What follows belongs to an exercise in optimizing a design on an open flow for a short achievable clock period and few clock cycles; a production flow would make more cautious choices.
Only simulation tests tie the RTL to the original design; equivalence was not proved.
Power is estimated from default activity; no workload was simulated.

Setup of job 101:
Design KGPRISC, start of the top module:
module KGPRISC(clk, rst, imem_addr, imem_rdata, dmem_addr, dmem_wdata, dmem_we, dmem_rdata);
	input wire clk, rst;
	output wire [31:0] imem_addr;
	input wire [31:0] imem_rdata;
	output wire [31:0] dmem_addr;
	output wire [31:0] dmem_wdata;
	output wire dmem_we;
	input wire [31:0] dmem_rdata;
	reg  [31:0] pc_f;
	reg         v_d, ptk_d;
	reg  [31:0] ir_d, pc4_d;
	reg         v_e, we_e, ld_e, st_e, setc_e, useimm_e;
	reg  [4:0]  rd_e;
	reg  [31:0] a_e, t_e, imm_e, pv_e;
	reg         fa_m, ft_m;
	reg         r_add, r_and, r_xor, r_neg, r_shl, r_shr, r_sra, r_pass;
	reg         we_m, st_m;
	reg         ld_m;
	reg  [4:0]  rd_m;
	reg  [31:0] res_m, sd_m, da_m;    
	reg         we_w;
	reg  [4:0]  rd_w;
	reg  [31:0] wv_w;
	reg         carry;
	reg         rst_q;    
	reg  [31:1] wsel_w;
	reg         wz_w, wo_w;
	reg  [31:1] rs_oh, rt_oh;
	reg         se_a, sm_a, sw_a, se_t, sm_t, sw_t;
	wire [31:0] rfq [1:31];
	wire [31:1] rfz, rfo;
	genvar g;
	generate for (g = 1; g < 32; g = g + 1) begin : RF
		reg [31:0] q;
		reg        z, o;
		always @(posedge clk)
			if (rst_q) begin
				q <= 32'd0;
				z <= 1'b1;
				o <= 1'b0;
			end else if (wsel_w[g]) begin
				q <= wv_w;
				z <= wz_w;
				o <= wo_w;
			end
		assign rfq[g] = q;
		assign rfz[g] = z;
		assign rfo[g] = o;
	end endgenerate
	reg  [31:0] ra, rb;
	integer k;
	always @(*) begin
		ra = 32'd0;
		rb = 32'd0;
		for (k = 1; k < 32; k = k + 1) begin
			ra = ra | ({32{rs_oh[k]}} & rfq[k]);
			rb = rb | ({32{rt_oh[k]}} & rfq[k]);
		end
	end
	wire ra_z = ~|(rs_oh & ~rfz);
	wire ra_o = |(rs_oh & rfo);
	wire [31:0] a_fw = fa_m ? res_m : a_e;
	wire [31:0] t_fw = ft_m ? res_m : t_e;
  ...
Size: about 8500 cells after synthesis, roughly 160 I/O pins, ~78000 um2 of cells after synthesis.
==> flow/config.mk <==
export PLATFORM = sky130hd
export DESIGN_NAME = KGPRISC
export DESIGN_NICKNAME = KGPRISC
export VERILOG_FILES = /design/flow/design.v
export SDC_FILE = /design/flow/constraint.sdc
export NUM_CORES = 4
export LEC_CHECK = 0
export CAP_MARGIN = 20
export CORE_MARGIN = 2
export CORE_UTILIZATION = 40
export SLEW_MARGIN = 20
==> flow/constraint.sdc <==
create_clock -name core_clock -period 14.0 [get_ports {clk}]
set_input_delay 2.8000 -clock core_clock [delete_from_list [all_inputs] [get_ports {clk}]]
set_output_delay 2.8000 -clock core_clock [all_outputs]
set_load 0.01 [all_outputs]
standard.sh (not shown) runs the stock make flow with config.mk's settings and CLKGATE_MAP_FILE= SYNTH_SCRIPT=/design/flow/synth_recipe.tcl, a recipe that flattens the netlist after the stock synthesis.
==> flow/flow/run.sh <==
#!/bin/bash
# Own layout flow: the standard ORFS flow (standard.sh, unchanged synthesis), with
# - the port buffers made buf_4 cells (buffer_ports otherwise picks a slow delay cell);
# - gate sizing not limited to the same footprint.
set -euo pipefail
MARGIN=${MARGIN:-9.5}
sed "s|\"\${@:-finish}\"|SETUP_SLACK_MARGIN=$MARGIN MATCH_CELL_FOOTPRINT=0 'BUFFER_PORTS_ARGS=-buffer_cell sky130_fd_sc_hd__buf_4' \"\${@:-finish}\"|" standard.sh > standard_margin.sh
grep -q "SETUP_SLACK_MARGIN=$MARGIN" standard_margin.sh
bash standard_margin.sh > standard_margin.log 2>&1
Testbench counts of job 101, summed over its fixed seeds: cycles 27,417.
#### Input delta (job 102 over job 101)
-- flow/design.v --
<<< job 101, line 122
	wire taken_d = (o_bz & b_zero) | (o_bnz & ~b_zero) | (o_bltz & b_neg) | o_br |
	               o_b | o_bl | (o_bcy & carry) | (o_bncy & ~carry);
	reg         fok_d;    
	wire long_d = o_rel & ~fok_d;
	wire c_t = adv_d & ~seq_d & ~pex_d & (~ptk_d | long_d);
	wire c_n = adv_d & ~seq_d & ~pex_d & ptk_d;
>>> job 102, line 122
	wire taken_d = (o_bz & b_zero) | (o_bnz & ~b_zero) | (o_bltz & b_neg) | o_br |
	               o_b | o_bl | (o_bcy & carry) | (o_bncy & ~carry);
	wire long_d = o_rel & ~((ir_d[20:6] == 15'd0) | (ir_d[20:6] == 15'h7FFF));
	wire c_t = adv_d & ~seq_d & ~pex_d & (~ptk_d | long_d);
	wire c_n = adv_d & ~seq_d & ~pex_d & ptk_d;
<<< job 101, line 143
	wire f_brk = d_brk & (f_op == 6'd11) & (fi[25:21] == rs);
	wire [31:0] pc4_f = pc_f + 32'd4;
	wire [8:0]  f_lo = {1'b0, pc4_f[9:2]} + {1'b0, fi[7:0]};
	wire [31:0] f_rel_tgt = {pc4_f[31:10], f_lo[7:0], pc4_f[1:0]};
	wire f_ok = fi[20] ? ((fi[20:8] == 13'h1FFF) & f_lo[8]) : ((fi[20:8] == 13'd0) & ~f_lo[8]);
	wire [31:0] f_pd_tgt = {pc4_f[31:28], fi[25:0], 2'b00};
	wire f_bcy = (f_op == 6'd9), f_bncy = (f_op == 6'd10);
>>> job 102, line 142
	wire f_brk = d_brk & (f_op == 6'd11) & (fi[25:21] == rs);
	wire [31:0] pc4_f = pc_f + 32'd4;
	wire f_short = (fi[20:6] == 15'd0) | (fi[20:6] == 15'h7FFF);
	wire [6:0]  f_lo = {1'b0, pc4_f[7:2]} + {1'b0, fi[5:0]};
	wire [23:0] f_hi = pc4_f[31:8];
	wire [23:0] f_hi_p1 = f_hi + 24'd1;
	wire [23:0] f_hi_m1 = f_hi - 24'd1;
	wire [23:0] f_hi_t = fi[20] ? (f_lo[6] ? f_hi : f_hi_m1) : (f_lo[6] ? f_hi_p1 : f_hi);
	wire [31:0] f_rel_tgt = {f_hi_t, f_lo[5:0], pc4_f[1:0]};
	wire [31:0] f_pd_tgt = {pc4_f[31:28], fi[25:0], 2'b00};
	wire f_bcy = (f_op == 6'd9), f_bncy = (f_op == 6'd10);
<<< job 101, line 185
				pc4_d <= pc4_f;
				ptk_d <= f_ptk;
				pex_d <= f_brk | (f_know & f_ok);
				fok_d <= f_ok;
				for (k = 1; k < 32; k = k + 1) begin
					rs_oh[k] <= (fi[25:21] == k);
>>> job 102, line 188
				pc4_d <= pc4_f;
				ptk_d <= f_ptk;
				pex_d <= f_brk | (f_know & f_short);
				for (k = 1; k < 32; k = k + 1) begin
					rs_oh[k] <= (fi[25:21] == k);
### Flow results
- Clock share of power (lower): job 102
- Required arrival time at the worst endpoint in job 102 is 3.49 ns higher than in job 101
- In job 102, the area after synthesis came out 1400 um2 above the value in job 101.
- When the final numbers for job 101 and job 102 were put side by side, the top fanout value on the critical path turned out to be smaller in job 102.
- TritonCTS sink count delta (job 101 -> job 102): insignificant
- Diff job 101 and job 102: count of clock-buffer cells in the layout higher in job 101
- Relative to job 101, the post-DP HPWL measured on job 102 has increased by a few percent.
- Xor/xnor share of the synthesized area across job 101 and job 102: no real change.
- nor2_1 as the most common library cell in the layout ignoring fill and taps was reported by job 101, and dfxtp_1 by job 102.
Testbench counts of job 102, summed over its fixed seeds: cycles 27,326.

-- re-timing with driven ports --
Ports are ideal in the flow. The routed layouts listed here were re-timed in OpenROAD. Step 1 assumes that a clkbuf_16 drives the clock port and a buf_2 every other input. Step 2 also shifts input and output timing later by t, the mid clock arrival at the registers, as if the neighbouring blocks saw the same clock. a / b / c = ideal ports / drivers / drivers and shift; a / b = the first two.
run	t (ns)	setup slack, ns	worst setup path at the end	latest minus earliest clock arrival (ns)	pins driven straight from the clock port
job 101	0.936	9.543 / 9.452 / 8.816	input to register	0.079 / 0.078	1
job 102	0.952	8.899 / 8.951 / 7.999	input to register	0.057 / 0.056	1
After both steps every run listed still meets setup and hold. The setup slack of job 102, which loses most, moves by +0.052 ns with the drivers and by -0.900 ns with both steps.
